What follows belongs to an exercise in optimizing a design on an open flow for small area, a short achievable clock period and few clock cycles; a production flow would make more cautious choices. RTL that was checked went through simulation tests only; none was proved equivalent to the original. Function not checked in runs 1 to 4: the RTL went through the layout flow alone.

<file path="flow/run.sh">
#!/bin/bash
# synth_recipe.tcl (not shown) runs the flow's synth.tcl, then flattens the netlist and writes it again
# the make line also repeats each setting of config.mk as NAME=value (left out here)
make -C /OpenROAD-flow-scripts/flow DESIGN_CONFIG=/design/flow/config.mk WORK_HOME=/design/flow/orfs CLKGATE_MAP_FILE= SYNTH_SCRIPT=/design/flow/synth_recipe.tcl finish
</file>
<file path="flow/config.mk">
export PLATFORM = sky130hd
export DESIGN_NAME = JAM
export DESIGN_NICKNAME = JAM
export VERILOG_FILES = /design/flow/design.v
export SDC_FILE = /design/flow/constraint.sdc
export NUM_CORES = 4
export LEC_CHECK = 0
export CAP_MARGIN = 20
export CORE_MARGIN = 2
export CORE_UTILIZATION = 40
export SLEW_MARGIN = 20
</file>
<file path="flow/constraint.sdc">
create_clock -name core_clock -period 5.0 [get_ports {CLK}]
set_input_delay 1.0000 -clock core_clock [delete_from_list [all_inputs] [get_ports {CLK}]]
set_output_delay 1.0000 -clock core_clock [all_outputs]
set_load 0.01 [all_outputs]
</file>
<file path="flow/design.v">
module JAM (
input CLK,
input RST,
output reg [2:0] W,
output reg [2:0] J,
input [6:0] Cost,
output reg [3:0] MatchCount,
output reg [9:0] MinCost,
output reg Valid );
localparam PASS1 = 3'd0, PASS2 = 3'd1, INIT = 3'd2, SEARCH = 3'd3, FIX = 3'd4, DONE = 3'd5;
reg [2:0] ph;
reg [6:0] v [0:7];      
reg [6:0] u [0:7];      
reg [2:0] arg [0:7];    
reg [7:0] big [0:7];    
reg [9:0] S0;           
reg [6:0] m;            
reg [2:0] am;           
reg signed [11:0] R;    
reg [9:0] S [0:6];      
reg [2:0] a [0:6];      
reg [2:0] nxj [0:6];    
reg [6:0] hn;           
reg       bt_ok;        
reg [2:0] bt_d;         
integer k;
wire [2:0] d = W;
wire [2:0] j = J;
wire [2:0] dn = d + 3'd1;
wire [6:0] vj = v[j];
wire       c_lt_v = Cost < vj;
wire [6:0] vmin = c_lt_v ? Cost : vj;
wire [6:0] t = Cost - vj;
wire       t_lt_m = (j == 3'd0) || (t < m);
wire [6:0] mnew = t_lt_m ? t : m;
wire [2:0] amnew = t_lt_m ? j : am;
wire signed [11:0] ts = {5'd0, t};
wire       prune = ts > R;
wire       better = ts < R;
wire       leaf = (d == 3'd7);
reg [7:0] used;
always @(*) begin
	used = 8'd0;
	for (k = 0; k < 7; k = k + 1)
		if (k < d) used = used | (8'd1 << a[k]);
end
wire [2:0] argd = arg[d];
wire [6:0] ud = u[d];
reg [6:0] un;
reg [2:0] argn;
reg [7:0] bign;
always @(*) begin
	un = u[0];
	argn = arg[0];
	bign = big[0];
	for (k = 0; k < 7; k = k + 1)
		if (d == k) begin
			un = u[k + 1];
			argn = arg[k + 1];
			bign = big[k + 1];
		end
end
wire       is_top = (j == argd);
wire       skipok = R < 12'sd32;
reg [7:0] gt;
always @(*) begin
	for (k = 0; k < 8; k = k + 1) gt[k] = is_top | (k > j);
end
wire [7:0] cand = ~used & ~(8'd1 << argd) & gt & ~(big[d] & {8{skipok}});
wire       has_nx = |cand;
reg  [2:0] nx;
always @(*) begin
	nx = 3'd0;
	for (k = 7; k >= 0; k = k - 1) if (cand[k]) nx = k;
end
wire [7:0] used2 = used | (8'd1 << j);
wire signed [7:0] lim2 = 8'sd32 - $signed({1'b0, un});
wire       skipok2 = R < lim2;
wire [7:0] cand2 = ~used2 & ~(bign & {8{skipok2}});
reg  [2:0] fu;
always @(*) begin
	fu = 3'd0;
	for (k = 7; k >= 0; k = k - 1) if (cand2[k]) fu = k;
end
wire       argn_free = !used2[argn];
wire       dead = !argn_free && (cand2 == 8'd0);    
wire [2:0] jdesc = argn_free ? argn : fu;
reg       bt_ok2;
reg [2:0] bt_d2;
always @(*) begin
	bt_ok2 = 1'b0;
	bt_d2 = 3'd0;
	for (k = 0; k < 7; k = k + 1)
		if (hn[k] && k < bt_d) begin
			bt_ok2 = 1'b1;
			bt_d2 = k;
		end
end
wire [2:0] rd = (ph == FIX) ? d : bt_d;
wire signed [11:0] Rbt = $signed({2'd0, MinCost}) - $signed({2'd0, S[rd]});
wire [9:0] Sd = MinCost - R[9:0];    
wire descend = !leaf && !prune && !dead;
wire sibling = !leaf && !(is_top && prune) && has_nx;
always @(posedge CLK or posedge RST) begin
	if (RST) begin
		ph <= PASS1;
		W <= 3'd0;
		J <= 3'd0;
		Valid <= 1'b0;
		MinCost <= 10'h3ff;
		MatchCount <= 4'd0;
		S0 <= 10'd0;
		bt_ok <= 1'b0;
		bt_d <= 3'd0;
	end else begin
		case (ph)
		PASS1: begin
			{W, J} <= {W, J} + 6'd1;
			if (d == 3'd7 && j == 3'd7) ph <= PASS2;
		end
		PASS2: begin
			{W, J} <= {W, J} + 6'd1;
			if (d == 3'd0) S0 <= S0 + {3'd0, vj};
			else if (j == 3'd0 && d != 3'd1) S0 <= S0 + {3'd0, m};    
			if (d == 3'd7 && j == 3'd7) ph <= INIT;
		end
		INIT: begin
			S0 <= S0 + {3'd0, m};    
			W <= 3'd0;
			J <= arg[0];
			bt_ok <= 1'b0;
			ph <= FIX;
		end
		SEARCH: begin
			if (leaf) begin
				if (better) begin
					MinCost <= Sd + {3'd0, t};
					MatchCount <= 4'd1;
				end else if (!prune)
					MatchCount <= MatchCount + 4'd1;
			end
			if (descend) begin
				W <= dn;
				J <= jdesc;
				if (has_nx) begin
					bt_ok <= 1'b1;
					bt_d <= d;
				end
			end else if (sibling)
				J <= nx;
			else if (bt_ok) begin
				W <= bt_d;
				J <= nxj[bt_d];
				bt_ok <= bt_ok2;
				bt_d <= bt_d2;
				if (leaf && better) ph <= FIX;
			end else begin
				ph <= DONE;
				Valid <= 1'b1;
			end
		end
		FIX: ph <= SEARCH;
		default: ;
		endcase
	end
end
always @(posedge CLK) begin
	if (ph == PASS1) begin
		if (d == 3'd0) v[j] <= Cost;
		else v[j] <= vmin;
	end
	if (ph == PASS2) begin
		m <= mnew;
		am <= amnew;
		big[d][j] <= (t[6:5] != 2'd0);
		if (j == 3'd7) begin
			u[d] <= mnew;
			arg[d] <= amnew;
		end
	end
	if (ph == INIT)
		S[0] <= S0 + {3'd0, m};
	if (ph == FIX)
		R <= Rbt;
	if (ph == SEARCH) begin
		if (!leaf) begin
			a[d] <= j;
			nxj[d] <= nx;
			hn[d] <= has_nx;
			S[d] <= Sd;
		end
		if (descend)
			R <= R - ts + $signed({5'd0, un});
		else if (!sibling)
			R <= Rbt;
	end
end
endmodule
</file>
==> results of run 1 <==
[per-stage QoR]
stage	setup TNS, ns	cell area [um^2]	cells
after global placement	-5.35	24300	2847
after detailed placement	-9.32	24300	2847
after floorplan	-6.44	22100	2020
final	-1.68	26500	2958
after global routing	-7.36	26500	2958
after CTS	-0.0494	26000	2939
[registers in the layout, summed over array words and instances (netlist names), 4 cells and up]
register and cells:
big 64, u 56, arg 24, MinCost 10
m 7, a 21, S 70, v 56
nxj 21, R 12, hn 7, S0 10
MatchCount 4
[layer usage]
metal	vias to the layer above	wire length (um)	GRT usage
met4	0	2290	0.0790
met2	625	31000	0.383
met3	112	4620	0.0399
li1	8002	-	-
met1	8590	29300	0.317
met5	-	0	0
[cell families (layout without fill, tap and decap cells)]
kind of cell             count (synthesis)  in the layout  share of synthesized area
flip-flops                             379            379                      0.505
adder cells (fa/ha/maj)                114            114                     0.0695
multiplexers                           103            103                     0.0604
AO/OA/AOI/OAI                          547            547                      0.168
buffers and inverters                  210            452                     0.0414
XOR/XNOR                                55             55                     0.0220
AND/OR/NAND/NOR                        612            612                      0.134
[layout by cell type (no fill, tap or decap), types with 13 or more instances in the layout]
master	instances
a21o_1	20
nand2b_1	28
mux2_2	28
a221oi_1	15
o21a_1	13
o21ai_1	14
nor3_1	32
o21ai_0	95
clkbuf_16	43
nand3_1	29
xnor2_1	34
o211ai_1	18
nand2_1	154
nor2b_1	27
a21oi_2	15
mux2i_1	48
o22ai_1	34
nor2_1	211
xor2_1	19
a21oi_1	109
buf_4	226
or3_1	15
inv_1	101
edfxtp_1	329
dfrtp_1	23
a31oi_1	13
clkdlybuf4s50_1	29
a211oi_1	25
mux4_2	20
ha_1	93
o21bai_1	16
[synthesized netlist by cell type (all sizes together) (13+ instances only)]
| library cell | count | area share |
|---|---|---|
| ha | 101 | 0.058 |
| or3 | 15 | 0.0043 |
| o211ai | 18 | 0.0062 |
| dfrtp | 28 | 0.032 |
| nand2 | 157 | 0.027 |
| a221oi | 21 | 0.010 |
| o21ai | 116 | 0.027 |
| inv | 107 | 0.018 |
| mux4 | 20 | 0.021 |
| a31oi | 15 | 0.0043 |
| o22ai | 36 | 0.010 |
| fa | 13 | 0.012 |
| nand3 | 33 | 0.0075 |
| mux2i | 51 | 0.023 |
| nor2b | 29 | 0.0083 |
| edfxtp | 329 | 0.45 |
| buf | 48 | 0.014 |
| mux2 | 32 | 0.016 |
| nor3 | 40 | 0.0098 |
| o21bai | 18 | 0.0063 |
| clkbuf | 55 | 0.0094 |
| xor2 | 19 | 0.0076 |
| o21a | 13 | 0.0044 |
| xnor2 | 36 | 0.014 |
| a21o | 20 | 0.0068 |
| nand2b | 30 | 0.0086 |
| nor2 | 223 | 0.038 |
| a21oi | 130 | 0.030 |
| a211oi | 33 | 0.011 |
[repair_timing]
item,CTS,global route
buffers inserted,21,20
resized for setup,49,75
cloned,0,0
pin swaps,35,21
endpoints found under the setup margin,30,120
[area by class of cell]
| cell class | instances | area (um^2) |
|---|---|---|
| Clock buffer | 51 | 1110 |
| Clock inverter | 20 | 201 |
| Fill cell | 4827 | 27500 |
| Inverter | 107 | 407 |
| Multi-Input combinational cell | 1431 | 10600 |
| Sequential cell | 379 | 11100 |
| Tap cell | 696 | 871 |
| Timing Repair Buffer | 274 | 2270 |
[how the worst min path moves through the flow]
stage	start	slack, ns	to	depth (start not counted)
global placement	S0[9]$_DFFE_PP0P_	0.48	S0[9]$_DFFE_PP0P_	1
global route	S0[9]$_DFFE_PP0P_	0.51	S0[9]$_DFFE_PP0P_	1
detailed placement	S0[9]$_DFFE_PP0P_	0.48	S0[9]$_DFFE_PP0P_	1
finish	S0[9]$_DFFE_PP0P_	0.49	S0[9]$_DFFE_PP0P_	1
floorplan	S0[9]$_DFFE_PP0P_	0.46	S0[9]$_DFFE_PP0P_	1
CTS	S0[9]$_DFFE_PP0P_	0.50	S0[9]$_DFFE_PP0P_	1
==> run summary, run 1 <==
status failed layout checks; layout check failures negative setup slack; R2R setup slack -0.17 ns; Worst Reg-to-Reg Cells 27; GP Congestion 0.931; wire length per cell 22.7 um; die area 56700 um^2; synth-to-layout area growth 20.9%; Worst Tran Pin Value 0.973 ns; # setup viols final 23; Slew Limit Fails 0; Util after Layout 0.491; CP most frequent cell ha_4; Worst EP required 5.42 ns; Worst setup EP type register; part of the Yosys area used for sequential elements 0.505; clock skew 0.0265 ns; root buffer cell clkbuf_16; overflow left after global routing 0; CTS H-tree depth 2; Cell Area, Synth 21900 um^2; Syn Inst Count 2020; Via Count 17300; syn avg cell area 10.9 um^2; layout cells sized above 1 0.224; crit path from W[0]$_DFFE_PP0P_; CP Depth 27; Worst setup SP type register; Clock Tree Buf Depth 3; HP Class register to register; CP max stage cell dfrtp_2; post-DR vias/cell 5.86; layout net count 2359; port bufs 29; Die Width 238 um; number of cell rows 85; clock latency at the later pin of the worst-skew pair 0.57 ns; Place WS -0.443 ns; r2r startpoint W[0]$_DFFE_PP0P_; Peak Freq 0.194 GHz; dominant synthesized flop cell edfxtp_1; Hold Vio Cnt, Final 0; post-synth cell types 102; syn_nets 2143; Crit Reg-Reg Endpoint ph[0]$_DFFE_PP0P_; Post-synth EDFFs 329; Initial Util 0.406; Tmin final 5.17 ns; Routed Wire Length 67.2 mm; DR pass1 iterations 7; Fin Hold WS 0.488 ns; overall die height 238 um; Critical Path Sink ph[0]$_DFFE_PP0P_; CTS Hold Buffers Added 0; Setup Crit Path Kind register to register; Ant. Diodes 0; period utilisation layout 1.03; Max Cap Viol 0; IO Count 30; RSZ-0062 raised after global routing yes; Crit path max-delay family compound AO/OA/AOI/OAI gates; first-pass GRT wire length 102 mm; fraction of registers with async set/reset 0.100; Final ANT Viol Nets 0; clk sink count 379; initial antenna violation count 1; Crit Path Max Fanout 7; vias in the first global route 17100; crit path DAT 5.59 ns; clk slew on worst S/H paths 0.06 ns; Total GRT Usage 0.235; #FFs+latches synth 379; Rel. slew slack 0.344; CTS Buf Count 43; largest net degree at the start of global routing 52; dpl hpwl 48.7 mm; Largest stage delay, worst path 0.43 ns; core box area 54000 um^2; CTS tree yes; Buf/Inv on CP 5; DRC violations left 0; DRT iter0 DRCs 1398; Ys Warns 1; Setup WS post-layout -0.165 ns
==> inputs of run 2 (changes only) <==
--- a/flow/design.v
+++ b/flow/design.v
@@ -16,6 +16,7 @@
 reg [9:0] S0;           
 reg [6:0] m;            
 reg [2:0] am;           
+reg [6:0] Vc;           
 reg signed [11:0] R;    
 reg [9:0] S [0:6];      
 reg [2:0] a [0:6];      
@@ -27,7 +28,7 @@
 wire [2:0] d = W;
 wire [2:0] j = J;
 wire [2:0] dn = d + 3'd1;
-wire [6:0] vj = v[j];
+wire [6:0] vj = Vc;
 wire       c_lt_v = Cost < vj;
 wire [6:0] vmin = c_lt_v ? Cost : vj;
 wire [6:0] t = Cost - vj;
@@ -73,6 +74,8 @@
 	nx = 3'd0;
 	for (k = 7; k >= 0; k = k - 1) if (cand[k]) nx = k;
 end
+wire [2:0] jsib = (ph == SEARCH) ? nx : (ph == INIT) ? arg[0] : j + 3'd1;
+wire [6:0] v_sib = v[jsib];
 wire [7:0] used2 = used | (8'd1 << j);
 wire signed [7:0] lim2 = 8'sd32 - $signed({1'b0, un});
 wire       skipok2 = R < lim2;
@@ -85,6 +88,7 @@
 wire       argn_free = !used2[argn];
 wire       dead = !argn_free && (cand2 == 8'd0);    
 wire [2:0] jdesc = argn_free ? argn : fu;
+wire [6:0] v_desc = v[jdesc];
 reg       bt_ok2;
 reg [2:0] bt_d2;
 always @(*) begin
@@ -98,6 +102,7 @@
 end
 wire [2:0] rd = (ph == FIX) ? d : bt_d;
 wire signed [11:0] Rbt = $signed({2'd0, MinCost}) - $signed({2'd0, S[rd]});
+wire [6:0] v_bt = v[nxj[bt_d]];
 wire [9:0] Sd = MinCost - R[9:0];    
 wire descend = !leaf && !prune && !dead;
 wire sibling = !leaf && !(is_top && prune) && has_nx;
@@ -182,6 +187,8 @@
 		S[0] <= S0 + {3'd0, m};
 	if (ph == FIX)
 		R <= Rbt;
+	if (ph == PASS1 || ph == PASS2 || ph == INIT)
+		Vc <= v_sib;
 	if (ph == SEARCH) begin
 		if (!leaf) begin
 			a[d] <= j;
@@ -189,10 +196,15 @@
 			hn[d] <= has_nx;
 			S[d] <= Sd;
 		end
-		if (descend)
+		if (descend) begin
 			R <= R - ts + $signed({5'd0, un});
-		else if (!sibling)
+			Vc <= v_desc;
+		end else if (sibling)
+			Vc <= v_sib;
+		else begin
 			R <= Rbt;
+			Vc <= v_bt;
+		end
 	end
 end
 endmodule
==> run 2 against run 1 <==
The layout still fails its checks (negative setup slack). Utilization shrank 0.58 points. Count of clock-buffer cells in the layout shrank 2. Largest cell class is now multi-input gates.
==> run summary, run 2 <==
Total GRT Usage 0.250 (was 0.235); Area contributors post-synth edfxtp_1 (43%), ha_1 (5.3%), mux2i_1 (4.0%) (was edfxtp_1 (45%), ha_1 (5.8%), nor2_1 (3.8%)); commonest non-fill, non-tap cell in the layout edfxtp_1 (unchanged); die area 61100 um^2 (was 56700 um^2); final instance area 28500 um^2 (was 26500 um^2); Setup WS post-layout -1.21 ns (was -0.165 ns); Routed Wire Length 76.4 mm (was 67.2 mm); largest family of logic cells by synthesized area compound AO/OA/AOI/OAI gates (unchanged); Reg area 11300 um^2 (was 11100 um^2); layout net count 2556 (was 2359); DRT iter0 DRCs 2003 (was 1398); Peak Freq 0.161 GHz (was 0.194 GHz); wire length per cell 23.6 um (was 22.7 um); Synth top cells by count edfxtp_1 (336), nor2_1 (235), nand2_1 (186), a21oi_1 (128), o21ai_0 (115) (was edfxtp_1 (329), nor2_1 (222), nand2_1 (155), a21oi_1 (127), o21ai_0 (105)); Worst setup EP type register (unchanged); Biggest register S (unchanged); commonest cells after routing, fill and taps aside edfxtp_1 (336), buf_4 (234), nor2_1 (227), nand2_1 (177), a21oi_1 (119) (was edfxtp_1 (329), buf_4 (226), nor2_1 (211), nand2_1 (154), a21oi_1 (109)); clock skew 0.0318 ns (was 0.0265 ns); synth-to-layout area growth 20.4% (was 20.9%); Worst Tran Pin Value 1.12 ns (was 0.973 ns); dpl hpwl 56.1 mm (was 48.7 mm); Top Registers S x70, big x64 (unchanged); Die Width 247 um (was 238 um); mux contribution to synthesized area 0.0975 (was 0.0604); clk slew on worst S/H paths 0.07 ns (was 0.06 ns); period utilisation layout 1.24 (was 1.03); first-pass GRT wire length 115 mm (was 102 mm); # fillers 5291 (was 4827); DRC violations left 0 (unchanged); CTS tree yes (unchanged); Synth Area in Compound Gates 0.161 (was 0.168); layout cells sized above 1 0.222 (was 0.224); multi-input combinational cell area 11900 um^2 (was 10600 um^2); Clock Tree Buf Depth 3 (unchanged); Crit Path Max Fanout 8 (was 7); Max Cap Viol 0 (unchanged); vias in the first global route 18800 (was 17100); port bufs 29 (unchanged); Via Count 19200 (was 17300); Util after Layout 0.485 (was 0.491); syn_nets 2338 (was 2143); dominant synthesized flop cell edfxtp_1 (unchanged); Synth area leader edfxtp_1 (unchanged); overall die height 247 um (was 238 um); Area after DPL 26300 um^2 (was 24300 um^2); Post-synth EDFFs 336 (was 329); Worst EP required 5.32 ns (was 5.42 ns); max reg flops 70 (unchanged); CTS Hold Buffers Added 0 (unchanged); layout check failures negative setup slack (unchanged); Fin Hold WS 0.491 ns (was 0.488 ns); number of cell rows 89 (was 85); HP Class register to register (unchanged); #FFs+latches synth 386 (was 379); core box area 58700 um^2 (was 54000 um^2); CTS H-tree depth 2 (unchanged); Cell Area, Synth 23600 um^2 (was 21900 um^2); Slew Limit Fails 0 (unchanged); CTS Buf Count 42 (was 43); root buffer cell clkbuf_16 (unchanged); DR pass1 iterations 6 (was 7); IO Count 30 (unchanged); GP Congestion 0.984 (was 0.931); Rel. slew slack 0.252 (was 0.344); Setup Crit Path Kind register to register (unchanged); clk sink count 386 (was 379); initial antenna violation count 1 (unchanged); Worst setup SP type register (unchanged); # setup viols final 33 (was 23); post-DR vias/cell 5.94 (was 5.86); overflow left after global routing 0 (unchanged); xor/xnor cell area share of the yosys netlist 0.0203 (was 0.0220); area share of the largest cell type after synthesis 0.427 (was 0.450); syn avg cell area 10.7 um^2 (was 10.9 um^2); post-synth cell types 104 (was 102); Tmin final 6.21 ns (was 5.17 ns); RSZ-0062 raised after global routing yes (unchanged); clock latency at the later pin of the worst-skew pair 0.59 ns (was 0.57 ns); crit path DAT 6.53 ns (was 5.59 ns); Syn Inst Count 2215 (was 2020); Ys Warns 1 (unchanged); area share of fa/ha/maj cells after synthesis 0.0645 (was 0.0695); Simple-Gate Fraction of Synth Area 0.138 (was 0.134); part of the Yosys area used for sequential elements 0.478 (was 0.505); fraction of registers with async set/reset 0.0984 (was 0.100); Initial Util 0.403 (was 0.406); most frequent cell after synthesis edfxtp_1 (unchanged); Hold Vio Cnt, Final 0 (unchanged); status failed layout checks (unchanged); largest net degree at the start of global routing 39 (was 52); Final ANT Viol Nets 0 (unchanged)
==> run 2: cell types whose count changed in the layout (fill, tap and decap cells not counted), sizes merged, moves of 10 or more <==
cell and delta:
o22ai -17, nor2 +14, buf +23, o2111ai +10, a31oi +10, a211oi +14
a221oi -14, mux2i +48, nand2 +29, mux2 +24, nand3 +17
==> run 2: stage by stage <==
stage	setup slack, ns	setup TNS (ns)	instances
floorplan	-1.61	-41.85	2215
global placement	-1.22	-34.78	3137
detailed placement	-1.32	-41.91	3138
CTS	-1.14	-31.10	3232
global route	-1.52	-40.36	3237
finish	-1.21	-31.67	3238
==> run 2: path summary, 6_finish.rpt <==
kind / start / endpoint / slack [ns] / depth (start not counted)
hold / removal: S0[9]$_DFFE_PP0P_ / S0[9]$_DFFE_PP0P_ / 0.49 / 1
setup / recovery: W[1]$_DFFE_PP0P_ / Vc[6]$_DFFE_PP_ / -1.21 / 26
setup reg to reg: W[1]$_DFFE_PP0P_ / Vc[6]$_DFFE_PP_ / -1.21 / 26
max in group asynchronous: RST / W[1]$_DFFE_PP0P_ / 3.37 / 2
min in group asynchronous: RST / MatchCount[1]$_DFFE_PP0P_ / 0.96 / 2
hold reg to reg: S0[9]$_DFFE_PP0P_ / S0[9]$_DFFE_PP0P_ / 0.49 / 1
==> run 2: routing by layer <==
metal,part of all wire,vias up,global-route usage
met1,0.43,9508,0.338
met5,0.00022,-,0
met2,0.47,750,0.412
li1,-,8789,-
met4,0.034,2,0.0792
met3,0.073,174,0.0360
==> run 2: worst max-delay path, cell delays in order (launching register included) <==
cell	delay [ns]
dfrtp_2	0.41
buf_4	0.14
or3b_4	0.45
a211oi_1	0.24
a21oi_1	0.06
a211oi_1	0.21
a221oi_1	0.08
o31ai_1	0.31
inv_1	0.13
and3_4	0.20
nand3b_1	0.14
a21oi_4	0.12
buf_4	0.15
ha_2	0.17
a21oi_2	0.13
o211ai_1	0.13
or4_4	0.59
a21o_4	0.23
a221o_1	0.35
o211ai_1	0.10
o211ai_1	0.18
mux2i_4	0.28
buf_12	0.19
mux4_2	0.52
a22o_1	0.22
o21ai_1	0.12
o21ai_1	0.08
==> run 2: cell families after synthesis <==
logic type	count (synthesis)
flip-flops	386
buffers and inverters	227
AND/OR/NAND/NOR	686
AO/OA/AOI/OAI	564
adder cells (fa/ha/maj)	114
multiplexers	184
XOR/XNOR	54
==> run 2: repair_timing <==
item | 4_1_cts | 5_1_grt
setup buffers | 17 | 8
pin swaps | 35 | 40
gates cloned | 3 | 0
resized for setup | 81 | 57
setup endpoints to repair | 33 | 33
==> run 2: layout make-up <==
cell class | count | area share
timing repair buffer | 297 | 0.0895
inverter | 104 | 0.0143
tap | 773 | 0.0340
sequential | 386 | 0.397
multi-input combinational | 1602 | 0.418
clock inverter | 26 | 0.00931
antenna | 1 | 0.0000879
clock buffer | 49 | 0.0378
==> inputs of run 3 (changes only) <==
--- a/flow/design.v
+++ b/flow/design.v
@@ -49,16 +49,13 @@
 wire [6:0] ud = u[d];
 reg [6:0] un;
 reg [2:0] argn;
-reg [7:0] bign;
 always @(*) begin
 	un = u[0];
 	argn = arg[0];
-	bign = big[0];
 	for (k = 0; k < 7; k = k + 1)
 		if (d == k) begin
 			un = u[k + 1];
 			argn = arg[k + 1];
-			bign = big[k + 1];
 		end
 end
 wire       is_top = (j == argd);
@@ -77,16 +74,12 @@
 wire [2:0] jsib = (ph == SEARCH) ? nx : (ph == INIT) ? arg[0] : j + 3'd1;
 wire [6:0] v_sib = v[jsib];
 wire [7:0] used2 = used | (8'd1 << j);
-wire signed [7:0] lim2 = 8'sd32 - $signed({1'b0, un});
-wire       skipok2 = R < lim2;
-wire [7:0] cand2 = ~used2 & ~(bign & {8{skipok2}});
 reg  [2:0] fu;
 always @(*) begin
 	fu = 3'd0;
-	for (k = 7; k >= 0; k = k - 1) if (cand2[k]) fu = k;
+	for (k = 7; k >= 0; k = k - 1) if (!used2[k]) fu = k;
 end
 wire       argn_free = !used2[argn];
-wire       dead = !argn_free && (cand2 == 8'd0);    
 wire [2:0] jdesc = argn_free ? argn : fu;
 wire [6:0] v_desc = v[jdesc];
 reg       bt_ok2;
@@ -104,7 +97,7 @@
 wire signed [11:0] Rbt = $signed({2'd0, MinCost}) - $signed({2'd0, S[rd]});
 wire [6:0] v_bt = v[nxj[bt_d]];
 wire [9:0] Sd = MinCost - R[9:0];    
-wire descend = !leaf && !prune && !dead;
+wire descend = !leaf && !prune;
 wire sibling = !leaf && !(is_top && prune) && has_nx;
 always @(posedge CLK or posedge RST) begin
 	if (RST) begin
==> run 3 against run 2 <==
Now clean on timing, DRC and antenna. Maximum frequency grew 28%. First-iteration DRC count is 23% lower. Wire length down 13%. Critical endpoint is now bt_d[0]$_DFFE_PP0P_.
==> run summary, run 3 <==
status no timing/DRC/antenna violations (was failed layout checks); Max Cap Viol 0 (unchanged); Peak Freq 0.206 GHz (was 0.161 GHz); R2R setup slack 0.21 ns (was -1.21 ns); GP Congestion 0.985 (was 0.984); Hold Crit Depth 1 (unchanged); clock latency at the later pin of the worst-skew pair 0.60 ns (was 0.59 ns); overall die height 241 um (was 247 um); Post-synth EDFFs 336 (unchanged); Top Registers S x70, big x64 (unchanged); Rel. slew slack 0.261 (was 0.252); Tmin final 4.86 ns (was 6.21 ns); Setup Crit Path Kind primary input to register (was register to register); part of the Yosys area used for sequential elements 0.501 (was 0.478); Crit Reg-Reg Endpoint R[10]$_DFF_P_ (was Vc[6]$_DFFE_PP_); vias in the first global route 16900 (was 18800); CTS Buf Count 45 (was 42); syn_nets 2181 (was 2338); overflow left after global routing 0 (unchanged); most frequent cell after synthesis edfxtp_1 (unchanged); Synth top cells by count edfxtp_1 (336), nor2_1 (244), a21oi_1 (146), nand2_1 (140), mux2i_1 (116) (was edfxtp_1 (336), nor2_1 (235), nand2_1 (186), a21oi_1 (128), o21ai_0 (115)); #FFs+latches synth 386 (unchanged); clock skew 0.0255 ns (was 0.0318 ns); mux contribution to synthesized area 0.105 (was 0.0975); largest net degree at the start of global routing 42 (was 39); IO Count 30 (unchanged); DR pass1 iterations 5 (was 6); core box area 56100 um^2 (was 58700 um^2); Worst EP required 5.48 ns (was 5.32 ns); Worst Reg-to-Reg Cells 23 (was 26); Crit Path Max Fanout 5 (was 8); Place WS -0.518 ns (was -1.32 ns); Syn Inst Count 2070 (was 2215); Clock Tree Buf Depth 3 (unchanged); area share of fa/ha/maj cells after synthesis 0.0609 (was 0.0645); dominant synthesized flop cell edfxtp_1 (unchanged); period utilisation layout 0.971 (was 1.24); Via Count 17300 (was 19200); # setup viols final 0 (was 33); crit path DAT 5.34 ns (was 6.53 ns); layout net count 2311 (was 2556); number of cell rows 87 (was 89); Final ANT Viol Nets 0 (unchanged); Synth area leader edfxtp_1 (unchanged); root buffer cell clkbuf_16 (unchanged); commonest non-fill, non-tap cell in the layout edfxtp_1 (unchanged); Biggest register S (unchanged); clk sink count 386 (unchanged); max reg flops 70 (unchanged); area share of the largest cell type after synthesis 0.448 (was 0.427); HP Class register to register (unchanged); first-pass GRT wire length 101 mm (was 115 mm); Setup WS post-layout 0.143 ns (was -1.21 ns); syn avg cell area 10.9 um^2 (was 10.7 um^2); post-DR vias/cell 5.79 (was 5.94); Ys Warns 1 (unchanged); CTS H-tree depth 2 (unchanged); Area contributors post-synth edfxtp_1 (45%), mux2i_1 (5.2%), ha_1 (4.9%) (was edfxtp_1 (43%), ha_1 (5.3%), mux2i_1 (4.0%)); Initial Util 0.402 (was 0.403); Hold Vio Cnt, Final 0 (unchanged); fraction of registers with async set/reset 0.0984 (unchanged); Routed Wire Length 66.4 mm (was 76.4 mm); CTS tree yes (unchanged); Worst setup SP type primary input (was register); CTS Hold Buffers Added 0 (unchanged); Cell Area, Synth 22500 um^2 (was 23600 um^2); initial antenna violation count 1 (unchanged); commonest cells after routing, fill and taps aside edfxtp_1 (336), nor2_1 (240), buf_4 (159), nand2_1 (140), a21oi_1 (131) (was edfxtp_1 (336), buf_4 (234), nor2_1 (227), nand2_1 (177), a21oi_1 (119)); WHS Endpoint S0[9]$_DFFE_PP0P_ (unchanged); Synth Area in Compound Gates 0.159 (was 0.161); DRT iter0 DRCs 1548 (was 2003); DRC violations left 0 (unchanged); HP Start S0[9]$_DFFE_PP0P_ (unchanged); Fin Hold WS 0.489 ns (was 0.491 ns); clk slew on worst S/H paths 0.06 ns (was 0.07 ns); Ant. Diodes 0 (was 1); synth-to-layout area growth 16.1% (was 20.4%); r2r startpoint W[1]$_DFFE_PP0P_ (unchanged); wire length per cell 22.2 um (was 23.6 um); xor/xnor cell area share of the yosys netlist 0.0214 (was 0.0203); die area 58300 um^2 (was 61100 um^2); Total GRT Usage 0.228 (was 0.250); Simple-Gate Fraction of Synth Area 0.115 (was 0.138); largest family of logic cells by synthesized area compound AO/OA/AOI/OAI gates (unchanged); layout cells sized above 1 0.173 (was 0.222); port bufs 29 (unchanged); Slew Limit Fails 0 (unchanged); Worst Tran Pin Value 1.10 ns (was 1.12 ns); Die Width 241 um (was 247 um); post-synth cell types 86 (was 104); # fillers 5119 (was 5291); dpl hpwl 47.8 mm (was 56.1 mm); Worst setup EP type register (unchanged)
==> run 3: layout make-up <==
| cell class | count | area, um^2 | share of cell area |
|---|---|---|---|
| Inverter | 96 | 365 | 0.0140 |
| Tap cell | 756 | 946 | 0.0361 |
| Multi-Input combinational cell | 1476 | 10600 | 0.405 |
| Sequential cell | 386 | 11300 | 0.432 |
| Clock buffer | 57 | 1190 | 0.0456 |
| Timing Repair Buffer | 195 | 1580 | 0.0605 |
| Clock inverter | 22 | 190 | 0.00727 |
==> run 3: per-stage QoR <==
| step | setup TNS [ns] | std cells | instance area [um^2] | utilization |
|---|---|---|---|---|
| final | 0 | 2988 | 26200 | 0.467 |
| after CTS | 0 | 2986 | 26000 | 0.464 |
| after detailed placement | -8.67 | 2907 | 24600 | 0.439 |
| after floorplan | 0 | 2070 | 22600 | - |
| after global placement | -7.56 | 2907 | 24600 | 0.439 |
| after global routing | -0.0253 | 2988 | 26200 | 0.467 |
==> run 3: worst max-delay path, stage by stage <==
cell and delay [ns]:
clkdlybuf4s50_1 0.49, inv_1 0.06, ha_1 0.19, inv_1 0.08, fa_1 0.45, ha_1 0.32, nor2b_1 0.14, o21a_1 0.17
o21a_1 0.17, o21ai_0 0.25, a21oi_2 0.12, o31ai_2 0.32, a21oi_2 0.15, o31ai_2 0.37, o21ai_0 0.19, mux2_2 0.30
nor2_1 0.20, mux2_2 0.37
==> run 3: cell families (layout without fill, tap and decap cells) <==
| kind of cell | after synthesis | after routing |
|---|---|---|
| buffers and inverters | 208 | 370 |
| adders and majority gates | 102 | 102 |
| muxes | 202 | 202 |
| xor gates and xnor gates | 55 | 55 |
| and+or+nand+nor | 575 | 575 |
| AOI/OAI and AO/OA | 542 | 542 |
| DFF | 386 | 386 |
==> run 3: layer usage <==
layer  share of wire  vias up  global-route usage
met5               0        -                   0
met4           0.036        0              0.0788
met3           0.058      131              0.0335
met2            0.47      563               0.382
met1            0.43     8593               0.304
li1                -     8002                   -
==> run 3: timing repair <==
action / in CTS / in global routing
endpoints found under the setup margin: 3 / 21
gates resized for setup: 4 / 42
buffers inserted: 0 / 2
pin swaps: 0 / 33
==> run 3: worst max path at each step <==
| stage | start | endpoint | cells past startpoint |
|---|---|---|---|
| final | Cost[0] | bt_d[0]$_DFFE_PP0P_ | 18 |
| after global routing | W[1]$_DFFE_PP0P_ | R[11]$_DFF_P_ | 24 |
| after CTS | W[0]$_DFFE_PP0P_ | R[10]$_DFF_P_ | 28 |
| after detailed placement | Cost[0] | bt_d[0]$_DFFE_PP0P_ | 19 |
| after global placement | Cost[0] | bt_d[0]$_DFFE_PP0P_ | 19 |
| after floorplan | W[1]$_DFFE_PP0P_ | R[10]$_DFF_P_ | 30 |
==> inputs of run 4 (changes only) <==
--- a/flow/design.v
+++ b/flow/design.v
@@ -47,16 +47,18 @@
 end
 wire [2:0] argd = arg[d];
 wire [6:0] ud = u[d];
-reg [6:0] un;
+reg [6:0] Un;           
 reg [2:0] argn;
 always @(*) begin
-	un = u[0];
 	argn = arg[0];
 	for (k = 0; k < 7; k = k + 1)
-		if (d == k) begin
-			un = u[k + 1];
-			argn = arg[k + 1];
-		end
+		if (d == k) argn = arg[k + 1];
+end
+reg [6:0] un2;          
+always @(*) begin
+	un2 = u[0];
+	for (k = 0; k < 6; k = k + 1)
+		if (d == k) un2 = u[k + 2];
 end
 wire       is_top = (j == argd);
 wire       skipok = R < 12'sd32;
@@ -95,6 +97,7 @@
 end
 wire [2:0] rd = (ph == FIX) ? d : bt_d;
 wire signed [11:0] Rbt = $signed({2'd0, MinCost}) - $signed({2'd0, S[rd]});
+wire [6:0] u_bt = u[bt_d + 3'd1];
 wire [6:0] v_bt = v[nxj[bt_d]];
 wire [9:0] Sd = MinCost - R[9:0];    
 wire descend = !leaf && !prune;
@@ -176,8 +179,10 @@
 			arg[d] <= amnew;
 		end
 	end
-	if (ph == INIT)
+	if (ph == INIT) begin
 		S[0] <= S0 + {3'd0, m};
+		Un <= u[1];
+	end
 	if (ph == FIX)
 		R <= Rbt;
 	if (ph == PASS1 || ph == PASS2 || ph == INIT)
@@ -190,12 +195,14 @@
 			S[d] <= Sd;
 		end
 		if (descend) begin
-			R <= R - ts + $signed({5'd0, un});
+			R <= (R + $signed({5'd0, Un})) - ts;
+			Un <= un2;
 			Vc <= v_desc;
 		end else if (sibling)
 			Vc <= v_sib;
 		else begin
 			R <= Rbt;
+			Un <= u_bt;
 			Vc <= v_bt;
 		end
 	end
==> run 4 against run 3 <==
Still clean. Via count decreased by 5.0%. Critical path depth decreased by 2. Global-route usage down 0.13 points. Worst setup slack improved by 0.020 ns. Cell count fell by 4.1%. Cell area shrank 1.2%. Die area down 0.75%. Count of clock-buffer cells in the layout rose by 1. Register-to-register slack lost 0.05 ns. Clock skew up 0.0033 ns. Critical endpoint is now Vc[2]$_DFFE_PP_.
==> run summary, run 4 <==
status no timing/DRC/antenna violations (unchanged); CTS tree yes (unchanged); max reg flops 70 (unchanged); Final ANT Viol Nets 0 (unchanged); Max Cap Viol 0 (unchanged); synth-to-layout area growth 15.6% (was 16.1%); Area after DPL 24300 um^2 (was 24600 um^2); Clock Tree Buf Depth 3 (unchanged); Tmin final 4.84 ns (was 4.86 ns); dominant synthesized flop cell edfxtp_1 (unchanged); GP Congestion 0.895 (was 0.985); syn_nets 2067 (was 2181); WHS Endpoint S0[9]$_DFFE_PP0P_ (unchanged); Via Count 16400 (was 17300); die area 57800 um^2 (was 58300 um^2); wire length per cell 22.7 um (was 22.2 um); fraction of registers with async set/reset 0.0967 (was 0.0984); commonest non-fill, non-tap cell in the layout edfxtp_1 (unchanged); #FFs+latches synth 393 (was 386); largest net degree at the start of global routing 43 (was 42); Initial Util 0.405 (was 0.402); part of the Yosys area used for sequential elements 0.511 (was 0.501); Crit Reg-Reg Endpoint Vc[2]$_DFFE_PP_ (was R[10]$_DFF_P_); Rel. slew slack 0.223 (was 0.261); r2r startpoint W[0]$_DFFE_PP0P_ (was W[1]$_DFFE_PP0P_); Worst EP required 5.33 ns (was 5.48 ns); Area contributors post-synth edfxtp_1 (45%), mux4_2 (5.5%), ha_1 (5.0%) (was edfxtp_1 (45%), mux2i_1 (5.2%), ha_1 (4.9%)); final instance area 25900 um^2 (was 26200 um^2); Die Width 241 um (about the same); clock skew 0.0287 ns (was 0.0255 ns); Ant. Diodes 0 (unchanged); CTS H-tree depth 2 (unchanged); layout cells sized above 1 0.165 (was 0.173); HP Class register to register (unchanged); Routed Wire Length 65.1 mm (was 66.4 mm); Hold Vio Cnt, Final 0 (unchanged); Syn Inst Count 1955 (was 2070); Fin Hold WS 0.499 ns (was 0.489 ns); layout net count 2193 (was 2311); Hold Crit Depth 1 (unchanged); overall die height 241 um (about the same); DRT iter0 DRCs 1412 (was 1548); Util after Layout 0.468 (was 0.467); overflow left after global routing 0 (unchanged); clk sink count 393 (was 386); post-synth cell types 90 (was 86); root buffer cell clkbuf_16 (unchanged); Synth top cells by count edfxtp_1 (336), nor2_1 (234), a21oi_1 (136), nand2_1 (133), o21ai_0 (91) (was edfxtp_1 (336), nor2_1 (244), a21oi_1 (146), nand2_1 (140), mux2i_1 (116)); port bufs 29 (unchanged); post-DR vias/cell 5.74 (was 5.79); commonest cells after routing, fill and taps aside edfxtp_1 (336), nor2_1 (232), buf_4 (144), a21oi_1 (133), nand2_1 (132) (was edfxtp_1 (336), nor2_1 (240), buf_4 (159), nand2_1 (140), a21oi_1 (131)); HP Start S0[9]$_DFFE_PP0P_ (unchanged); most frequent cell after synthesis edfxtp_1 (unchanged); dpl hpwl 46.9 mm (was 47.8 mm); Ys Warns 1 (unchanged); Slew Limit Fails 0 (unchanged); Worst setup EP type register (unchanged); Synth area leader edfxtp_1 (unchanged); DR pass1 iterations 5 (unchanged); period utilisation layout 0.967 (was 0.971); vias in the first global route 16300 (was 16900); Worst Reg-to-Reg Cells 16 (was 23); RSZ-0062 raised after global routing no; Biggest register S (unchanged); DRC violations left 0 (unchanged); first-pass GRT wire length 98.9 mm (was 101 mm); Post-synth EDFFs 336 (unchanged); Cell Area, Synth 22400 um^2 (was 22500 um^2); Worst setup SP type register (was primary input); Total GRT Usage 0.227 (was 0.228); core box area 55200 um^2 (was 56100 um^2); CTS Buf Count 45 (unchanged); # setup viols final 0 (unchanged); area share of the largest cell type after synthesis 0.451 (was 0.448); IO Count 30 (unchanged); number of cell rows 86 (was 87); crit path DAT 5.17 ns (was 5.34 ns); syn avg cell area 11.4 um^2 (was 10.9 um^2); Worst Tran Pin Value 1.16 ns (was 1.10 ns); Top Registers S x70, big x64 (unchanged); R2R setup slack 0.16 ns (was 0.21 ns); Peak Freq 0.207 GHz (was 0.206 GHz); clk slew on worst S/H paths 0.06 ns (about the same); Setup Crit Path Kind register to register (was primary input to register); Crit Path Max Fanout 15 (was 5); initial antenna violation count 0 (was 1); clock latency at the later pin of the worst-skew pair 0.59 ns (was 0.60 ns)
[run 4: cell types whose count changed after synthesis, sizes merged, moves of 9 or more]
cell,delta
a211oi,-16
a21oi,-10
a31oi,-10
mux2,-32
mux2i,-35
mux4,+41
nor2,-10
nor2b,-12
o31ai,-9
[run 4: cells by family after synthesis]
| kind of cell | Yosys count | share of synthesized area |
|---|---|---|
| AND/OR/NAND/NOR | 556 | 0.113 |
| AO/OA/AOI/OAI | 485 | 0.141 |
| flip-flops | 393 | 0.511 |
| buffers and inverters | 190 | 0.0359 |
| multiplexers | 176 | 0.116 |
| adder cells (fa/ha/maj) | 103 | 0.0620 |
| XOR/XNOR | 52 | 0.0204 |
[run 4: worst max path at each step]
stage,cells past startpoint,start,endpoint,slack (ns)
3_5_place_dp,20,Cost[0],Vc[0]$_DFFE_PP_,-0.25
6_report,16,W[0]$_DFFE_PP0P_,Vc[2]$_DFFE_PP_,0.16
2_1_floorplan,25,W[0]$_DFFE_PP0P_,R[9]$_DFF_P_,0.23
4_1_cts,15,W[0]$_DFFE_PP0P_,Vc[6]$_DFFE_PP_,0.18
5_1_grt,14,W[0]$_DFFE_PP0P_,Vc[0]$_DFFE_PP_,0.01
3_3_place_gp,21,Cost[0],R[10]$_DFF_P_,-0.14
[run 4: repair_timing]
action / 4_1_cts / 5_1_grt
endpoints found under the hold margin: 0 / 0
hold buffers: 0 / 0
resized for setup: 0 / 7
buffers inserted: 0 / 5
setup endpoints to repair: 0 / 8
[run 4: area by class of cell]
class / count / area (um^2)
well taps: 748 / 936
fillers: 4978 / 29300
repair buffers: 179 / 1490
flip-flops and latches: 393 / 11400
inverters: 90 / 342
multi-input cells: 1372 / 10200
clock buffers: 58 / 1210
clock inverters: 24 / 262
[run 4: per-layer routing]
metal	part of all wire	vias up	GRT usage	wire length, um
met3	0.052	102	0.0294	3420
met1	0.43	8145	0.301	28200
met5	0	-	0	0
met2	0.49	545	0.386	31800
met4	0.028	0	0.0742	1820
li1	-	7638	-	-
[run 4: critical path: stages, from the launching register on]
cell	delay [ns]
dfrtp_2	0.55
clkinvlp_4	0.27
ha_1	0.29
ha_1	0.32
mux2i_1	0.22
nand2_2	0.07
a311oi_2	0.33
o22ai_2	0.23
mux2i_1	0.19
o2bb2ai_1	0.17
a221o_1	0.29
mux2_4	0.41
buf_4	0.18
mux4_2	0.49
mux2i_1	0.16
o22ai_1	0.11
a221o_1	0.28
[run 4: stage by stage]
stage / worst slack (ns) / std cells / TNS [ns]
global placement: -0.145 / 2777 / -2.60
global route: 0.0103 / 2864 / 0
CTS: 0.181 / 2859 / 0
finish: 0.163 / 2864 / 0
detailed placement: -0.249 / 2777 / -6.36
floorplan: 0.225 / 1955 / 0
==> inputs of run 5 (changes only) <==
--- a/flow/design.v
+++ b/flow/design.v
@@ -48,6 +48,7 @@
 wire [2:0] argd = arg[d];
 wire [6:0] ud = u[d];
 reg [6:0] Un;           
+wire signed [11:0] un_s = {5'd0, Un};
 reg [2:0] argn;
 always @(*) begin
 	argn = arg[0];
@@ -96,7 +97,9 @@
 		end
 end
 wire [2:0] rd = (ph == FIX) ? d : bt_d;
-wire signed [11:0] Rbt = $signed({2'd0, MinCost}) - $signed({2'd0, S[rd]});
+wire signed [11:0] mc_s = {2'd0, MinCost};
+wire signed [11:0] sbt_s = {2'd0, S[rd]};
+wire signed [11:0] Rbt = mc_s - sbt_s;
 wire [6:0] u_bt = u[bt_d + 3'd1];
 wire [6:0] v_bt = v[nxj[bt_d]];
 wire [9:0] Sd = MinCost - R[9:0];    
@@ -195,7 +198,7 @@
 			S[d] <= Sd;
 		end
 		if (descend) begin
-			R <= (R + $signed({5'd0, Un})) - ts;
+			R <= (R + un_s) - ts;
 			Un <= un2;
 			Vc <= v_desc;
 		end else if (sibling)
--- a/flow/config.mk
+++ b/flow/config.mk
@@ -5,7 +5,8 @@
 export SDC_FILE = /design/flow/constraint.sdc
 export NUM_CORES = 4
 export LEC_CHECK = 0
+export ABC_AREA = 1
 export CAP_MARGIN = 20
 export CORE_MARGIN = 2
-export CORE_UTILIZATION = 40
+export CORE_UTILIZATION = 60
 export SLEW_MARGIN = 20
==> run 5 against run 4 <==
Still clean. Non-clock buffer count shrank 45. Count of clock-buffer cells in the layout shrank 6. First-iteration DRC count grew 26%. Critical path type is now primary input to register. Highest routed layer unchanged.
==> run summary, run 5 <==
Via Count 19400 (was 16400); CTS H-tree depth 2 (unchanged); commonest cells after routing, fill and taps aside nand2_1 (612), edfxtp_1 (336), inv_1 (307), nor2_1 (289), nand3_1 (221) (was edfxtp_1 (336), nor2_1 (232), buf_4 (144), a21oi_1 (133), nand2_1 (132)); syn avg cell area 8.52 um^2 (was 11.4 um^2); Crit Path Max Fanout 4 (was 15); IO Count 30 (unchanged); DRC violations left 0 (unchanged); period utilisation layout 0.933 (was 0.967); core box area 37600 um^2 (was 55200 um^2); status no timing/DRC/antenna violations (unchanged); Cell Area, Synth 22900 um^2 (was 22400 um^2); Area after DPL 24100 um^2 (was 24300 um^2); Post-synth EDFFs 336 (unchanged); Largest stage delay, worst path 0.43 ns (was 0.55 ns); Clock Tree Buf Depth 3 (unchanged); CTS tree yes (unchanged); mux contribution to synthesized area 0.00180 (was 0.116); Ant. Diodes 0 (unchanged); commonest non-fill, non-tap cell in the layout nand2_1 (was edfxtp_1); max reg flops 70 (unchanged); root buffer cell clkbuf_16 (unchanged); overflow left after global routing 0 (unchanged); Synth top cells by count nand2_1 (613), edfxtp_1 (336), inv_1 (307), nor2_1 (297), nand3_1 (221) (was edfxtp_1 (336), nor2_1 (234), a21oi_1 (136), nand2_1 (133), o21ai_0 (91)); Synth Area in Compound Gates 0.126 (was 0.141); post-DR vias/cell 5.88 (was 5.74); xor/xnor cell area share of the yosys netlist 0.0168 (was 0.0204); Setup Crit Path Kind primary input to register (was register to register); clock latency at the later pin of the worst-skew pair 0.57 ns (was 0.59 ns); DRT iter0 DRCs 1785 (was 1412); total negative setup slack 0 ns (unchanged); Finished Layout Cells 3300 (was 2864); part of the Yosys area used for sequential elements 0.500 (was 0.511); Worst setup SP type primary input (was register); Max Cap Viol 0 (unchanged); final instance area 25600 um^2 (was 25900 um^2); dominant synthesized flop cell edfxtp_1 (unchanged); vias in the first global route 18200 (was 16300); largest net degree at the start of global routing 43 (unchanged); most frequent cell after synthesis nand2_1 (was edfxtp_1); die area 39700 um^2 (was 57800 um^2); largest family of logic cells by synthesized area simple AND/OR/NAND/NOR gates (was compound AO/OA/AOI/OAI gates); Syn Inst Count 2687 (was 1955); Synth area leader edfxtp_1 (unchanged); Area contributors post-synth edfxtp_1 (44%), nand2_1 (10%), inv_1 (5.0%) (was edfxtp_1 (45%), mux4_2 (5.5%), ha_1 (5.0%)); Total GRT Usage 0.334 (was 0.227); clk slew on worst S/H paths 0.06 ns (about the same); HP Class register to register (unchanged); CTS Hold Buffers Added 0 (unchanged); Cells after DPL 3223 (was 2777); Worst setup EP type register (unchanged); first-pass GRT wire length 101 mm (was 98.9 mm); Worst Tran Pin Value 1.04 ns (was 1.16 ns); # setup viols final 0 (unchanged); RSZ-0062 raised after global routing no (unchanged); port bufs 29 (unchanged); Initial Util 0.609 (was 0.405); Routed Wire Length 65.7 mm (was 65.1 mm); DR pass1 iterations 6 (was 5); dpl hpwl 47.5 mm (was 46.9 mm); layout net count 2870 (was 2193); number of cell rows 71 (was 86); Rel. slew slack 0.301 (was 0.223); area share of the largest cell type after synthesis 0.441 (was 0.451); Tmin final 4.66 ns (was 4.84 ns); Crit path max-delay family adder cells (was multiplexers); fraction of registers with async set/reset 0.0967 (unchanged); Hold Vio Cnt, Final 0 (unchanged); wire length per cell 19.9 um (was 22.7 um); initial antenna violation count 1 (was 0); post-synth cell types 55 (was 90); Top Registers S x70, big x64 (unchanged); Resized Gates After CTS 0 (unchanged); synth-to-layout area growth 12.0% (was 15.6%); Fin Hold WS 0.468 ns (was 0.499 ns); post-CTS setup buffers 0 (unchanged); CTS Buf Count 43 (was 45); Biggest register S (unchanged); overall die height 199 um (was 241 um); Slew Limit Fails 0 (unchanged); CP Cell Sequence clkdlybuf4s50_1 > inv_1 > ha_1 > inv_1 > fa_1 > nand3_1 > and2_1 > nor2_1 > o21ai_0 > nand2_1 > xnor2_1 > buf_4 > fa_1 > ha_1 > a21oi_1 > o21bai_1 > inv_1 > nor2_1 > or2_2 > a21oi_1 > a21oi_1 > o21ai_0 > nand2_1 > a22o_1 (was clkinvlp_4 > ha_1 > ha_1 > mux2i_1 > nand2_2 > a311oi_2 > o22ai_2 > mux2i_1 > o2bb2ai_1 > a221o_1 > mux2_4 > buf_4 > mux4_2 > mux2i_1 > o22ai_1 > a221o_1); Worst EP required 5.46 ns (was 5.33 ns); # fillers 3078 (was 4978); layout cells sized above 1 0.0853 (was 0.165); Buf/Inv on CP 5 (was 2); syn_nets 2799 (was 2067); #FFs+latches synth 393 (unchanged); Die Width 199 um (was 241 um); area share of fa/ha/maj cells after synthesis 0.0606 (was 0.0620); clock skew 0.0160 ns (was 0.0287 ns); CP max stage cell fa_1 (was dfrtp_2); clk sink count 393 (unchanged); Ys Warns 1 (unchanged); GP Congestion 0.979 (was 0.895); crit path DAT 5.13 ns (was 5.17 ns); Simple-Gate Fraction of Synth Area 0.221 (was 0.113); Final ANT Viol Nets 0 (unchanged); Peak Freq 0.214 GHz (was 0.207 GHz)
-- run 5: changes by cell type in the layout (fill, tap and decap cells not counted), moves of 31 or more --
cell	before	now
a211oi_1	41	2
nand2_1	132	612
a21oi_1	133	102
nand2b_1	31	0
mux2_2	33	1
mux4_2	55	0
mux2i_1	80	3
nand3_1	29	221
o211ai_1	7	61
o21ai_0	87	207
nor2_1	232	289
buf_4	144	105
inv_1	87	307
-- run 5: routing by layer --
metal,global-route usage,up-vias,routed length [um]
li1,-,9281,-
met1,0.452,9138,26900
met2,0.556,846,31300
met3,0.0484,139,5500
met4,0.110,0,2000
met5,0,-,0
-- run 5: area by class of cell --
class                           count  area (um^2)  area share
Multi-Input combinational cell   1868         9830       0.384
Clock inverter                     24          312      0.0122
Clock buffer                       52         1130      0.0442
Timing Repair Buffer              134         1080      0.0421
Tap cell                          511          639      0.0250
Inverter                          318         1190      0.0466
Sequential cell                   393        11400       0.446
-- run 5: logic make-up after synthesis --
group,Yosys count
AOI/OAI and AO/OA,497
xor gates and xnor gates,44
DFF,393
adders and majority gates,103
buffers and inverters,426
muxes,4
and+or+nand+nor,1220
-- run 5: worst paths after layout --
kind,start,end,slack (ns),cells after the start
max in group asynchronous,RST,MinCost[1]$_DFFE_PP1P_,3.75,3
worst min-delay path,MatchCount[3]$_DFFE_PP0P_,MatchCount[3]$_DFFE_PP0P_,0.47,1
worst min register to register,MatchCount[3]$_DFFE_PP0P_,MatchCount[3]$_DFFE_PP0P_,0.47,1
min in group asynchronous,RST,MatchCount[1]$_DFFE_PP0P_,0.88,3
worst max-delay path,Cost[0],R[10]$_DFF_P_,0.34,24
worst max register to register,W[1]$_DFFE_PP0P_,Vc[5]$_DFFE_PP_,0.34,25
-- run 5: through the flow --
step | util | setup slack, ns
after floorplan | - | 0.538
after global placement | 0.642 | -0.0732
after detailed placement | 0.642 | -0.219
after CTS | 0.681 | 0.371
after global routing | 0.682 | 0.0323
final | 0.682 | 0.337
Testbench counts of run 5, summed over its fixed seeds: cycles 2,334.
==> inputs of run 6 (changes only) <==
--- a/flow/config.mk
+++ b/flow/config.mk
@@ -5,8 +5,8 @@
 export SDC_FILE = /design/flow/constraint.sdc
 export NUM_CORES = 4
 export LEC_CHECK = 0
-export ABC_AREA = 1
 export CAP_MARGIN = 20
 export CORE_MARGIN = 2
-export CORE_UTILIZATION = 60
+export CORE_UTILIZATION = 40
+export SETUP_SLACK_MARGIN = 1.2
 export SLEW_MARGIN = 20
==> run 6 against run 5 <==
Die area rose by 48%. Area after synthesis is 0.56% lower. Non-clock buffer count rose by 116. Flip-flop and latch count unchanged. Worst hold slack improved by 0.022 ns. Count of clock-buffer cells in the layout is 3 higher.
==> run summary, run 6 <==
Final ANT Viol Nets 0 (unchanged); commonest cells after routing, fill and taps aside edfxtp_1 (336), nor2_1 (220), buf_4 (170), nand2_1 (141), a21oi_1 (108) (was nand2_1 (612), edfxtp_1 (336), inv_1 (307), nor2_1 (289), nand3_1 (221)); Cells after DPL 2847 (was 3223); syn_nets 2153 (was 2799); post-DR vias/cell 5.91 (was 5.88); Worst Tran Pin Value 1.18 ns (was 1.04 ns); r2r startpoint W[1]$_DFFE_PP0P_ (unchanged); commonest non-fill, non-tap cell in the layout edfxtp_1 (was nand2_1); Die Width 243 um (was 199 um); initial antenna violation count 0 (was 1); Synth area leader edfxtp_1 (unchanged); max reg flops 70 (unchanged); CTS H-tree depth 2 (unchanged); part of the Yosys area used for sequential elements 0.503 (was 0.500); status no timing/DRC/antenna violations (unchanged); clock latency at the later pin of the worst-skew pair 0.59 ns (was 0.57 ns); Ys Warns 1 (unchanged); Max Cap Viol 0 (unchanged); Buf/Inv on CP 3 (was 5); clk sink count 393 (unchanged); most frequent cell after synthesis edfxtp_1 (was nand2_1); wire length per cell 23.7 um (was 19.9 um); overall die height 243 um (was 199 um); clk slew on worst S/H paths 0.06 ns (about the same); Total GRT Usage 0.236 (was 0.334); Top Registers S x70, big x64 (unchanged); #FFs+latches synth 393 (unchanged); Synth top cells by count edfxtp_1 (336), nor2_1 (235), nand2_1 (149), a21oi_1 (131), o21ai_0 (99) (was nand2_1 (613), edfxtp_1 (336), inv_1 (307), nor2_1 (297), nand3_1 (221)); synth-to-layout area growth 24.4% (was 12.0%); Initial Util 0.404 (was 0.609); CTS Buf Count 45 (was 43); dpl hpwl 48.0 mm (was 47.5 mm); Worst EP required 5.33 ns (was 5.46 ns); RSZ-0062 raised after global routing yes (was no); Tmin final 4.06 ns (was 4.66 ns); overflow left after global routing 0 (unchanged); Rel. slew slack 0.214 (was 0.301); IO Count 30 (unchanged); largest net degree at the start of global routing 58 (was 43); # setup viols final 0 (unchanged); Routed Wire Length 71.7 mm (was 65.7 mm); Syn Inst Count 2041 (was 2687); crit path DAT 4.39 ns (was 5.13 ns); port bufs 29 (unchanged); DR pass1 iterations 5 (was 6); Finished Layout Cells 3029 (was 3300); Ant. Diodes 0 (unchanged); Biggest register S (unchanged); dominant synthesized flop cell edfxtp_1 (unchanged); R2R setup slack 0.94 ns (was 0.34 ns); Setup Crit Path Kind register to register (was primary input to register); Clock Tree Buf Depth 3 (unchanged); layout cells sized above 1 0.275 (was 0.0853); Largest stage delay, worst path 0.58 ns (was 0.43 ns); multi-input combinational cell area 11600 um^2 (was 9830 um^2); # fillers 4959 (was 3078); syn avg cell area 11.1 um^2 (was 8.52 um^2); CTS Hold Buffers Added 0 (unchanged); CTS tree yes (unchanged); root buffer cell clkbuf_16 (unchanged); Post-synth EDFFs 336 (unchanged); die area 58800 um^2 (was 39700 um^2); Cell Area, Synth 22800 um^2 (was 22900 um^2); Via Count 17900 (was 19400); post-synth cell types 107 (was 55); Worst setup EP type register (unchanged); HP Class register to register (unchanged); clock skew 0.0409 ns (was 0.0160 ns); fraction of registers with async set/reset 0.0967 (unchanged); CP most frequent cell buf_12; Hold Vio Cnt, Final 0 (unchanged); CP max stage cell mux4_1 (was fa_1); Reg area 11400 um^2 (about the same); Area contributors post-synth edfxtp_1 (44%), ha_1 (4.9%), nor2_1 (3.9%) (was edfxtp_1 (44%), nand2_1 (10%), inv_1 (5.0%)); Crit Path Max Fanout 29 (was 4); Worst Reg-to-Reg Cells 13 (was 25); layout net count 2351 (was 2870); crit path from W[1]$_DFFE_PP0P_ (was Cost[0]); Slew Limit Fails 0 (unchanged); first-pass GRT wire length 107 mm (was 101 mm); DRC violations left 0 (unchanged); core box area 56300 um^2 (was 37600 um^2); number of cell rows 87 (was 71); CP Cell Sequence buf_12 > bufbuf_16 > nor3_4 > nor3_1 > a311o_1 > or3b_4 > mux2_4 > o211ai_4 > buf_12 > mux4_1 > and2_1 > nor4_2 > o211ai_1 (was clkdlybuf4s50_1 > inv_1 > ha_1 > inv_1 > fa_1 > nand3_1 > and2_1 > nor2_1 > o21ai_0 > nand2_1 > xnor2_1 > buf_4 > fa_1 > ha_1 > a21oi_1 > o21bai_1 > inv_1 > nor2_1 > or2_2 > a21oi_1 > a21oi_1 > o21ai_0 > nand2_1 > a22o_1); Critical Path Sink Vc[2]$_DFFE_PP_ (was R[10]$_DFF_P_); Util after Layout 0.503 (was 0.682); Crit Reg-Reg Endpoint Vc[2]$_DFFE_PP_ (was Vc[5]$_DFFE_PP_); DRT iter0 DRCs 1529 (was 1785); area share of the largest cell type after synthesis 0.443 (was 0.441); Worst setup SP type register (was primary input); Peak Freq 0.246 GHz (was 0.214 GHz); CP Depth 13 (was 24); GP Congestion 0.939 (was 0.979); vias in the first global route 17500 (was 18200); Crit path max-delay family simple AND/OR/NAND/NOR gates (was adder cells); period utilisation layout 0.813 (was 0.933)
-- run 6: layout make-up --
class | instances | area share
multi-input cells | 1458 | 0.411
flip-flops and latches | 393 | 0.404
repair buffers | 250 | 0.0866
clock buffers | 55 | 0.0422
well taps | 756 | 0.0334
inverters | 91 | 0.0127
clock inverters | 26 | 0.00955
-- run 6: worst reg2reg max path, delay by kind of cell, from the launching register on --
family / cells / cell delay (ns)
AND/OR/NAND/NOR: 5 / 1.13
multiplexers: 2 / 0.90
AO/OA/AOI/OAI: 3 / 0.68
buffers and inverters: 3 / 0.64
flip-flops: 1 / 0.44
-- run 6: through the flow --
step	area [um^2]	hold slack (ns)	setup WS, ns	setup TNS, ns
4_1_cts	27600	0.492	0.967	0
3_3_place_gp	24700	0.455	-0.122	-1.73
5_1_grt	28300	0.512	0.770	0
2_1_floorplan	23000	0.437	0.650	0
3_5_place_dp	24700	0.481	-0.258	-5.13
6_report	28300	0.490	0.936	0
-- run 6: cells by family (layout without fill, tap and decap cells) --
kind of cell,count (synthesis),in the layout,share of synthesized area
compound gates,514,517,0.150
xor+xnor,53,53,0.0207
fa+ha+maj,103,103,0.0609
buf+inv,193,422,0.0361
flops,393,393,0.503
mux,182,182,0.108
simple gates,603,603,0.122
-- run 6: layer usage --
layer  track usage  routed length (um)  vias up  part of all wire
li1              -                   -     8094                 -
met4         0.107                3600        0             0.050
met2         0.383               33200      739              0.46
met5             0                   0        -                 0
met3        0.0353                4750      215             0.066
met1         0.314               30200     8862              0.42
-- run 6: worst min path at each step --
stage / start / endpoint / slack [ns] / depth (start not counted)
after floorplan: Un[0]$_DFF_P_ / Un[0]$_DFF_P_ / 0.44 / 2
after global placement: Un[0]$_DFF_P_ / Un[0]$_DFF_P_ / 0.46 / 2
after detailed placement: S0[9]$_DFFE_PP0P_ / S0[9]$_DFFE_PP0P_ / 0.48 / 1
after CTS: S0[9]$_DFFE_PP0P_ / S0[9]$_DFFE_PP0P_ / 0.49 / 1
after global routing: S0[9]$_DFFE_PP0P_ / S0[9]$_DFFE_PP0P_ / 0.51 / 1
final: S0[9]$_DFFE_PP0P_ / S0[9]$_DFFE_PP0P_ / 0.49 / 1
-- run 6: what timing repair did --
item                                    in CTS  in global routing
endpoints found under the setup margin     152                144
pin swaps                                   65                 45
setup buffers                               67                 21
gates resized for setup                    156                103
gates cloned                                 9                  4

==> static timing again, ports no longer ideal <==
In the flow no input, the clock included, has a driving cell. The finished layouts below were timed again as built, in two steps. Step 1 sets driving cells, clkbuf_16 on the clock port and buf_2 on the other inputs (assumed; they add their load-dependent delay and slew). Step 2 times the ports against the registers' clock, not the clock port: input delays grow and output delays shrink by t, the midpoint of the rising clock arrivals with the driver on. Slacks: ideal ports / drivers / drivers and shift; pairs: ideal ports / drivers.
run	shift t [ns]	slack for setup (ns)	worst setup path after step 2	clock arrival spread, ns	slew at the worst register clock pin (ns)
run 1	0.617	-0.165 / -0.165 / -0.283	input to register	0.027 / 0.027	0.07 / 0.07
run 2	0.634	-1.208 / -1.208 / -1.208	register to register	0.032 / 0.032	0.07 / 0.07
run 3	0.647	0.143 / 0.180 / -0.466	input to register	0.025 / 0.025	0.06 / 0.06
run 4	0.638	0.163 / 0.163 / -0.296	input to register	0.030 / 0.030	0.06 / 0.06
run 5	0.619	0.337 / 0.341 / -0.247	input to register	0.016 / 0.016	0.07 / 0.07
run 6	0.635	0.936 / 0.936 / 0.355	input to register	0.041 / 0.041	0.07 / 0.07
Met with ideal ports but missed after step 2: setup timing in run 3, run 4 and run 5. The setup slack of run 3, which loses most, moves by +0.037 ns with the drivers and by -0.609 ns with both steps.
